This is an optimization exercise on Yosys and OpenROAD, whose aim is small area and a short achievable clock period, not a production implementation.
At most, simulation tests tie the RTL to the original design; equivalence was not proved.

## cordic_cos
module cordic_cos (
    input  wire        clk,
    input  wire        rst,
    input  wire [31:0] angle_in,
    output reg  [31:0] cos_out,
    output reg  [31:0] sin_out
);
    localparam [31:0] K = 32'h4DBA76D0;
    reg [4:0] c;
    wire load = c[4] & c[0];
    wire publ = c[4] & ~c[0];
    always @(posedge clk or posedge rst) begin
        if (rst)
            c <= 5'd17;
        else if (c[4])
            c <= c[0] ? 5'd0 : 5'd17;
        else
            c <= c + 5'd1;
    end
    reg [31:0] atan;
    always @(*) begin
        case (c[3:0])
            4'd0:  atan = 32'h3243F6A9;
            4'd1:  atan = 32'h1DAC6705;
            4'd2:  atan = 32'h0FADBAFC;
            4'd3:  atan = 32'h07F56EA6;
            4'd4:  atan = 32'h03FEAB76;
            4'd5:  atan = 32'h01FFD55B;
            4'd6:  atan = 32'h00FFFABA;
            4'd7:  atan = 32'h007FFFD5;
            4'd8:  atan = 32'h003FFFFF;
            4'd9:  atan = 32'h001FFFFF;
            4'd10: atan = 32'h000FFFFF;
            4'd11: atan = 32'h0007FFFF;
            4'd12: atan = 32'h0003FFFF;
            4'd13: atan = 32'h0001FFFF;
            4'd14: atan = 32'h0000FFFF;
            default: atan = 32'h00007FFF;
        endcase
    end
    wire [3:0] snext = (load | c[4]) ? 4'd0 : c[3:0] + 4'd1;
    wire [3:0] hn = 4'b0001 << snext[1:0];
    wire [3:0] qn = 4'b0001 << snext[3:2];
    reg  [3:0] hx, qx, hyn, qyn;
    always @(posedge clk) begin
        hx  <= hn;
        qx  <= qn;
        hyn <= ~hn;
        qyn <= ~qn;
    end
    reg [31:0] x, y, z;
    reg        zpos;
    wire [31:0] xs, ys;
    sra16 shx (.d(x), .h(hx), .q(qx), .o(xs));
    sra16 shy (.d(y), .h(~hyn), .q(~qyn), .o(ys));
    wire [31:0] sx = {32{zpos}};      
    wire [31:0] sy = {32{z[31]}};     
    wire [31:0] ax = x ^ sx, ay = y ^ sy, az = z ^ sx;
    wire [31:0] cx, cy;                          
    carries32 kx (.a(ax), .b(ys), .c(cx));
    carries32 ky (.a(ay), .b(xs), .c(cy));
    wire [31:0] cz;
    carries32bk kz (.a(az), .b(atan), .c(cz));
    wire [31:0] xn = x ^ ys ^ cx;
    wire [31:0] yn = y ^ xs ^ cy;
    wire [31:0] zn = z ^ atan ^ cz;
  ...
Size: roughly 180 flip-flops, roughly 98 I/O pins.
==> module carries32bk, before the edit <==
module carries32bk (
    input  wire [31:0] a,
    input  wire [31:0] b,
    output wire [31:0] c
);
    wire [31:0] g [0:9];
    wire [31:0] t [0:9];
    assign g[0] = a & b;
    assign t[0] = a ^ b;
    genvar l, k;
    generate
        for (l = 0; l < 5; l = l + 1) begin : up
            for (k = 0; k < 32; k = k + 1) begin : bk
                if ((k % (2 << l)) == (2 << l) - 1) begin : n
                    assign g[l+1][k] = g[l][k] | (t[l][k] & g[l][k - (1 << l)]);
                    assign t[l+1][k] = t[l][k] & t[l][k - (1 << l)];
                end else begin : w
                    assign g[l+1][k] = g[l][k];
                    assign t[l+1][k] = t[l][k];
                end
            end
        end
        for (l = 3; l >= 0; l = l - 1) begin : dn
            for (k = 0; k < 32; k = k + 1) begin : bk
                if (k >= (3 << l) - 1 && (k % (2 << l)) == (1 << l) - 1) begin : n
                    assign g[9-l][k] = g[8-l][k] | (t[8-l][k] & g[8-l][k - (1 << l)]);
                end else begin : w
                    assign g[9-l][k] = g[8-l][k];
                end
                assign t[9-l][k] = t[8-l][k];
            end
        end
    endgenerate
    assign c = {g[9][30:0], 1'b0};
endmodule
==> module cordic_cos, before the edit <==
module cordic_cos (
    input  wire        clk,
    input  wire        rst,
    input  wire [31:0] angle_in,
    output reg  [31:0] cos_out,
    output reg  [31:0] sin_out
);
    localparam [31:0] K = 32'h4DBA76D0;
    reg [4:0] c;
    wire load = c[4] & c[0];
    wire publ = c[4] & ~c[0];
    always @(posedge clk or posedge rst) begin
        if (rst)
            c <= 5'd17;
        else if (c[4])
            c <= c[0] ? 5'd0 : 5'd17;
        else
            c <= c + 5'd1;
    end
    reg [31:0] atan;
    always @(*) begin
        case (c[3:0])
            4'd0:  atan = 32'h3243F6A9;
            4'd1:  atan = 32'h1DAC6705;
            4'd2:  atan = 32'h0FADBAFC;
            4'd3:  atan = 32'h07F56EA6;
            4'd4:  atan = 32'h03FEAB76;
            4'd5:  atan = 32'h01FFD55B;
            4'd6:  atan = 32'h00FFFABA;
            4'd7:  atan = 32'h007FFFD5;
            4'd8:  atan = 32'h003FFFFF;
            4'd9:  atan = 32'h001FFFFF;
            4'd10: atan = 32'h000FFFFF;
            4'd11: atan = 32'h0007FFFF;
            4'd12: atan = 32'h0003FFFF;
            4'd13: atan = 32'h0001FFFF;
            4'd14: atan = 32'h0000FFFF;
            default: atan = 32'h00007FFF;
        endcase
    end
    wire [3:0] snext = (load | c[4]) ? 4'd0 : c[3:0] + 4'd1;
    wire [3:0] hn = 4'b0001 << snext[1:0];
    wire [3:0] qn = 4'b0001 << snext[3:2];
    reg  [3:0] hx, qx, hyn, qyn;
    always @(posedge clk) begin
        hx  <= hn;
        qx  <= qn;
        hyn <= ~hn;
        qyn <= ~qn;
    end
    reg [31:0] x, y, z;
    reg        zpos;
    wire [31:0] xs, ys;
    sra16 shx (.d(x), .h(hx), .q(qx), .o(xs));
    sra16 shy (.d(y), .h(~hyn), .q(~qyn), .o(ys));
    wire [31:0] sx = {32{zpos}};      
    wire [31:0] sy = {32{z[31]}};     
    wire [31:0] ax = x ^ sx, ay = y ^ sy, az = z ^ sx;
    wire [31:0] cx, cy;                          
    carries32 kx (.a(ax), .b(ys), .c(cx));
    carries32 ky (.a(ay), .b(xs), .c(cy));
    wire [31:0] cz;
    carries32bk kz (.a(az), .b(atan), .c(cz));
    wire [31:0] xn = x ^ ys ^ cx;
    wire [31:0] yn = y ^ xs ^ cy;
    wire [31:0] zn = z ^ atan ^ cz;
    always @(posedge clk) begin
        if (load) begin
            zpos <= ~angle_in[31];
            x <= K;
            y <= 32'd0;
            z <= angle_in;
        end else begin
            x <= xn;
            y <= yn;
            zpos <= ~zn[31];
            z <= zn;
        end
    end
    always @(posedge clk or posedge rst) begin
        if (rst) begin
            cos_out <= 32'd0;
            sin_out <= 32'd0;
        end else if (publ) begin
            cos_out <= x;
            sin_out <= y;
        end
    end
endmodule
export LEC_CHECK = 0
export CAP_MARGIN = 20
export CORE_MARGIN = 2
export CORE_UTILIZATION = 45
export SLEW_MARGIN = 20
create_clock -name core_clock -period 10.0 [get_ports {clk}]
standard.sh (not shown) runs the stock make flow with config.mk's settings and CLKGATE_MAP_FILE= SYNTH_SCRIPT=/design/flow/synth_recipe.tcl, a recipe that flattens the netlist after the stock synthesis.
==> flow/flow/run.sh <==
#!/bin/bash
# The standard layout (standard.sh, with its config and SDC), with these changes:
# - synthesis runs ORFS's synth.tcl through flow/my_synth.tcl, which differs from
#   synth_recipe.tcl only in the ABC script: flow/abc_map.script (delay-driven
#   mapping) with the delay target in flow/abc_d.txt;
# - repair_timing aims for the setup margin in flow/margin.txt;
# - flow/make_args.txt: further ORFS variables, one per line (port buffer cell, ...).
# The clock period, SDC, reset and I/O constraints are the standard flow's own.
set -euo pipefail
W=$PWD
export MY_ABC_SCRIPT=$W/flow/abc_map.script
export MY_ABC_D=$(cat $W/flow/abc_d.txt)
M=$(cat $W/flow/margin.txt)
ARGS=()
while IFS= read -r line; do [ -n "$line" ] && ARGS+=("$line"); done < $W/flow/make_args.txt
bash $W/standard.sh SYNTH_SCRIPT=$W/flow/my_synth.tcl SETUP_SLACK_MARGIN=$M "${ARGS[@]}" \
  finish > $W/flow_standard.log 2>&1
==> flow/flow/abc_d.txt <==
2000
==> flow/flow/abc_map.script <==
strash
dch
map -B 0.9 {D}
topo
stime -c
buffer -c
upsize -c {D}
dnsize -c {D}
stime -c
==> flow/flow/make_args.txt <==
BUFFER_PORTS_ARGS=-buffer_cell sky130_fd_sc_hd__buf_1
CTS_ARGS=-sink_clustering_enable -repair_clock_nets -dont_use_dummy_load
==> flow/flow/margin.txt <==
6.6
==> flow/flow/my_synth.tcl <==
proc synth {args} { yosys synth -nofsm -noshare {*}$args }
proc abc {args} {
  set new {}
  set skip 0
  foreach a $args {
    if {$skip} { set skip 0; lappend new $::env(MY_ABC_SCRIPT); continue }
    if {$a eq "-script"} { set skip 1; lappend new $a; continue }
    lappend new $a
  }
  if {[info exists ::env(MY_ABC_D)]} {
    set i [lsearch $new -D]
    if {$i >= 0} { set new [lreplace $new $i [expr {$i+1}]] }
    lappend new -D $::env(MY_ABC_D)
  }
  puts "MY ABC: $new"
  yosys abc {*}$new
}
source $::env(SCRIPTS_DIR)/synth.tcl
# left out here: clear keep_hierarchy, flatten, clean up, hide names made inside functions, write 1_2_yosys.v
Change:
--- a/flow/design.v
+++ b/flow/design.v
@@ -49,47 +49,12 @@
                 assign g[6][k] = g[5][k];
             end
             assign p[6][k] = p[5][k];
         end
     endgenerate
     assign c = {g[6][30:0], 1'b0};
-endmodule
-module carries32bk (
-    input  wire [31:0] a,
-    input  wire [31:0] b,
-    output wire [31:0] c
-);
-    wire [31:0] g [0:9];
-    wire [31:0] t [0:9];
-    assign g[0] = a & b;
-    assign t[0] = a ^ b;
-    genvar l, k;
-    generate
-        for (l = 0; l < 5; l = l + 1) begin : up
-            for (k = 0; k < 32; k = k + 1) begin : bk
-                if ((k % (2 << l)) == (2 << l) - 1) begin : n
-                    assign g[l+1][k] = g[l][k] | (t[l][k] & g[l][k - (1 << l)]);
-                    assign t[l+1][k] = t[l][k] & t[l][k - (1 << l)];
-                end else begin : w
-                    assign g[l+1][k] = g[l][k];
-                    assign t[l+1][k] = t[l][k];
-                end
-            end
-        end
-        for (l = 3; l >= 0; l = l - 1) begin : dn
-            for (k = 0; k < 32; k = k + 1) begin : bk
-                if (k >= (3 << l) - 1 && (k % (2 << l)) == (1 << l) - 1) begin : n
-                    assign g[9-l][k] = g[8-l][k] | (t[8-l][k] & g[8-l][k - (1 << l)]);
-                end else begin : w
-                    assign g[9-l][k] = g[8-l][k];
-                end
-                assign t[9-l][k] = t[8-l][k];
-            end
-        end
-    endgenerate
-    assign c = {g[9][30:0], 1'b0};
 endmodule
 module cordic_cos (
     input  wire        clk,
     input  wire        rst,
     input  wire [31:0] angle_in,
     output reg  [31:0] cos_out,
@@ -147,13 +112,13 @@
     wire [31:0] sy = {32{z[31]}};     
     wire [31:0] ax = x ^ sx, ay = y ^ sy, az = z ^ sx;
     wire [31:0] cx, cy;                          
     carries32 kx (.a(ax), .b(ys), .c(cx));
     carries32 ky (.a(ay), .b(xs), .c(cy));
     wire [31:0] cz;
-    carries32bk kz (.a(az), .b(atan), .c(cz));
+    carries32 kz (.a(az), .b(atan), .c(cz));
     wire [31:0] xn = x ^ ys ^ cx;
     wire [31:0] yn = y ^ xs ^ cy;
     wire [31:0] zn = z ^ atan ^ cz;
     always @(posedge clk) begin
         if (load) begin
             zpos <= ~angle_in[31];
=>
- synthesized cell count climbs by 4.2%
- sequential cell count does not change
- cell count climbs by 2.1%
- core utilization drops by 2.1 points
- global-route usage climbs by 0.74 points
- wire length climbs by 1.1%
- worst hold slack stays flat
- via count climbs by 0.34%
- register-to-register slack is better by 0.02 ns
Function not checked in the first run of this note: the RTL went through the layout flow alone.

==> re-timing with driven ports <==
In the flow no input, the clock included, has a driving cell. The finished layouts below were timed again as built, in two steps. Step 1 assumes that a clkbuf_16 drives the clock port and a buf_2 every other input. Step 2 adds t to the input delays and takes it off the output delays; t is the mean of the earliest and latest rising clock arrival at the registers after step 1. Input paths then give back, and output paths get back, about the clock's delay inside the block. Slacks: no drivers / after step 1 / after step 2; pairs: no drivers / after step 1.
| run | t (ns) | setup WS [ns] | latest minus earliest clock arrival (ns) | slew at the worst register clock pin (ns) | worst slew at a driven data input, ns |
|---|---|---|---|---|---|
| the first run | 0.493 | 6.753 / 6.753 / 6.753 | 0.019 / 0.020 | 0.07 / 0.07 | 0.03 |
| the second run | 0.506 | 6.768 / 6.768 / 6.768 | 0.025 / 0.025 | 0.08 / 0.08 | 0.04 |
After both steps setup and hold are still met in every run listed.
